Source: an optimization exercise on an open RTL-to-GDS flow (aim: small area and a short achievable clock period). Production flows keep margins and buffers that such runs may drop. Only simulation tests tie the RTL to the original design; equivalence was not proved.

==> flow/design.v (excerpt) <==
module ntt_butterfly
#(
    parameter REG_SIZE = 23
)
(
    input  wire                 clk,
    input  wire                 reset_n,
    input  wire                 zeroize,
    input  wire [2:0]           mode,
    input  wire                 accumulate,
    input  wire                 mlkem,
    input  wire  [REG_SIZE-1:0] opu_i,
    input  wire  [REG_SIZE-1:0] opv_i,
    input  wire  [REG_SIZE-1:0] opw_i,
    output logic [REG_SIZE-1:0] u_o,
    output logic [REG_SIZE-1:0] v_o,
    output logic [REG_SIZE-1:0] pwm_res_o,
    output logic [REG_SIZE-1:0] pairwm_mul_red_o
);
Size: roughly 5400 cells after synthesis, ~200 flip-flops.
==> flow/config.mk <==
export PLATFORM = sky130hd
export DESIGN_NAME = ntt_butterfly
export DESIGN_NICKNAME = ntt_butterfly
export VERILOG_FILES = /design/flow/design.v
export SDC_FILE = /design/flow/constraint.sdc
export NUM_CORES = 4
export LEC_CHECK = 0
export ABC_AREA = 1
export CAP_MARGIN = 20
export CORE_MARGIN = 2
export CORE_UTILIZATION = 40
export SETUP_SLACK_MARGIN = 5
export SLEW_MARGIN = 20
==> flow/constraint.sdc <==
create_clock -name core_clock -period 13.0 [get_ports {clk}]
set_input_delay 2.6000 -clock core_clock [delete_from_list [all_inputs] [get_ports {clk}]]
set_output_delay 2.6000 -clock core_clock [all_outputs]
set_load 0.01 [all_outputs]
standard.sh (not shown) runs the stock make flow with config.mk's settings and CLKGATE_MAP_FILE= SYNTH_SCRIPT=/design/flow/synth_recipe.tcl, a recipe that flattens the netlist after the stock synthesis.
==> flow/flow/run.sh <==
#!/bin/bash
# Standard layout; the port buffers use the smallest buffer cell (the resizer
# still upsizes any that timing or slew needs).
set -euo pipefail
bash standard.sh SETUP_SLACK_MARGIN=5.5 "BUFFER_PORTS_ARGS=-buffer_cell sky130_fd_sc_hd__buf_1" finish > standard.log 2>&1
Next try:
--- a/flow/design.v
+++ b/flow/design.v
@@ -38,35 +38,35 @@
     wire [22:0] hq  = mlkem_r ? 23'd1665 : 23'd4190209;        
     wire [24:0] qn  = mlkem_r ? (25'h1000000 - 25'd3329 + 25'h1000000) : (25'h1000000 - 25'd8380417 + 25'h1000000);
     logic [22:0] c_d, red;
     wire         share = m_ct | m_pwm;
     wire [22:0]  ax = share ? c_d : opu_i;
     wire [22:0]  ay = share ? red : opv_i;
     wire [24:0] s_a = {2'b0, ax} + {2'b0, ay};                  
     wire [24:0] s_m = {2'b0, ax} + {2'b0, ay} + qn;             
     wire [24:0] d_a = {2'b0, ax} + {2'b11, ~ay} + 25'd1;        
     wire [24:0] d_p = {2'b0, ax} + {2'b11, ~ay} + 25'd1 + q1;   
     wire [22:0] addm = s_m[24] ? s_a[22:0] : s_m[22:0];        
     wire [22:0] subm = d_a[24] ? d_p[22:0] : d_a[22:0];        
-    wire [22:0] a_n = m_gs ? subm : opv_i;
-    wire [22:0] b_n = (m_ct | m_gs) ? opw_i : opu_i;
+    wire [22:0] a_n = m_ct ? opv_i : m_gs ? subm : opu_i;
+    wire [22:0] b_n = (m_ct | m_gs) ? opw_i : opv_i;
     logic [22:0] c_n;
     always_comb begin
         case (mode_r)
             CT:      c_n = opu_i;
             GS:      c_n = addm;
             PWM:     c_n = opw_i;
             PWA:     c_n = addm;
             PWS:     c_n = subm;
-            default: c_n = addm;           
+            default: c_n = '0;
         endcase
     end
     wire [24:0] bx = {1'b0, b_n, 1'b0};
     logic [11:0] bone_n, btwo_n, bneg_n;
     always_comb begin
         for (int j = 0; j < 12; j++) begin
             bone_n[j] = bx[2*j+1] ^ bx[2*j];
             btwo_n[j] = (bx[2*j+2] & ~bx[2*j+1] & ~bx[2*j]) | (~bx[2*j+2] & bx[2*j+1] & bx[2*j]);
             bneg_n[j] = bx[2*j+2];
         end
     end
     logic [22:0] a_r, c_r;
Effect: Synthesized area climbs by 1.4%. Routed wire length rose by 8.9%. Global-route usage rose by 2.7 points. Setup slack gets worse by 64 ps.

## job 102
ntt_butterfly again, from the RTL that the note above started with.
Settings: LEC_CHECK=0, ABC_AREA=1, CAP_MARGIN=20, CORE_MARGIN=2, CORE_UTILIZATION=40, SETUP_SLACK_MARGIN=5, SLEW_MARGIN=20; clock period 13.0 ns.
==> flow/flow/run.sh <==
#!/bin/bash
# Standard layout; the port buffers use the smallest buffer cell (the resizer
# still upsizes any that timing or slew needs).
set -euo pipefail
bash standard.sh "BUFFER_PORTS_ARGS=-buffer_cell sky130_fd_sc_hd__buf_1" finish > standard.log 2>&1
### job 102 -> job 105
--- a/flow/design.v
+++ b/flow/design.v
@@ -39,33 +39,33 @@
     wire [24:0] qn  = mlkem_r ? (25'h1000000 - 25'd3329 + 25'h1000000) : (25'h1000000 - 25'd8380417 + 25'h1000000);
     logic [22:0] c_d, red;
     wire         share = m_ct | m_pwm;
     wire [22:0]  ax = share ? c_d : opu_i;
     wire [22:0]  ay = share ? red : opv_i;
     wire [24:0] s_a = {2'b0, ax} + {2'b0, ay};                  
     wire [24:0] s_m = {2'b0, ax} + {2'b0, ay} + qn;             
     wire [24:0] d_a = {2'b0, ax} + {2'b11, ~ay} + 25'd1;        
     wire [24:0] d_p = {2'b0, ax} + {2'b11, ~ay} + 25'd1 + q1;   
     wire [22:0] addm = s_m[24] ? s_a[22:0] : s_m[22:0];        
     wire [22:0] subm = d_a[24] ? d_p[22:0] : d_a[22:0];        
-    wire [22:0] a_n = m_gs ? subm : opv_i;
-    wire [22:0] b_n = (m_ct | m_gs) ? opw_i : opu_i;
+    wire [22:0] a_n = m_ct ? opv_i : m_gs ? subm : opu_i;
+    wire [22:0] b_n = (m_ct | m_gs) ? opw_i : opv_i;
     logic [22:0] c_n;
     always_comb begin
         case (mode_r)
             CT:      c_n = opu_i;
             GS:      c_n = addm;
             PWM:     c_n = opw_i;
             PWA:     c_n = addm;
             PWS:     c_n = subm;
-            default: c_n = addm;           
+            default: c_n = '0;
         endcase
     end
     wire [24:0] bx = {1'b0, b_n, 1'b0};
     logic [11:0] bone_n, btwo_n, bneg_n;
     always_comb begin
         for (int j = 0; j < 12; j++) begin
             bone_n[j] = bx[2*j+1] ^ bx[2*j];
             btwo_n[j] = (bx[2*j+2] & ~bx[2*j+1] & ~bx[2*j]) | (~bx[2*j+2] & bx[2*j+1] & bx[2*j]);
             bneg_n[j] = bx[2*j+2];
         end
     end
==> comparison <==
Reported for job 102 and job 105, maximum clock path buffer count turned out identical to the last digit. Job 105 ended up with more standard cells than job 102. Cmp job 102 and job 105 / post-route clock skew / lower: job 102. As far as register fraction of the total cell area is concerned, job 105 and job 102 perform about the same. On number of nets in the layout, the lower figure sits with job 102, not job 105. Job 105 ended with less buffer count excluding the clock tree in the final layout than job 102. Sort job 102 and job 105 by die area asc -> top: job 102. Wire length in job 105 is 7.3% above job 102. Via count of the routed design of job 105 exceeds that of job 102 by a few percent. Compared with job 102, in job 105 maximum operating frequency was more or less identical; number of antenna repair diodes went up by 1.

-- re-timing with driven ports --
Ports are ideal in the flow. The routed layouts listed here were re-timed in OpenROAD.
Step 1 sets driving cells, clkbuf_16 on the clock port and buf_2 on the other inputs (assumed; they add their load-dependent delay and slew).
Step 2 also shifts input and output timing later by t, the mid clock arrival at the registers, as if the neighbouring blocks saw the same clock.
Three values: ideal ports, drivers, drivers and shift; two values: the first two.
| run | t (ns) | setup WS [ns] | worst setup path at the end | pins driven straight from the clock port |
|---|---|---|---|---|
| the first run of note 1 | 0.653 | 5.569 / 5.569 / 5.569 | register to register | 1 |
| the second run of note 1 | 0.655 | 5.505 / 5.505 / 5.505 | register to register | 1 |
| job 102 | 0.652 | 5.158 / 5.158 / 5.158 | register to register | 1 |
| job 105 | 0.672 | 5.145 / 5.145 / 5.145 | register to register | 1 |
After both steps every run listed still meets setup and hold.
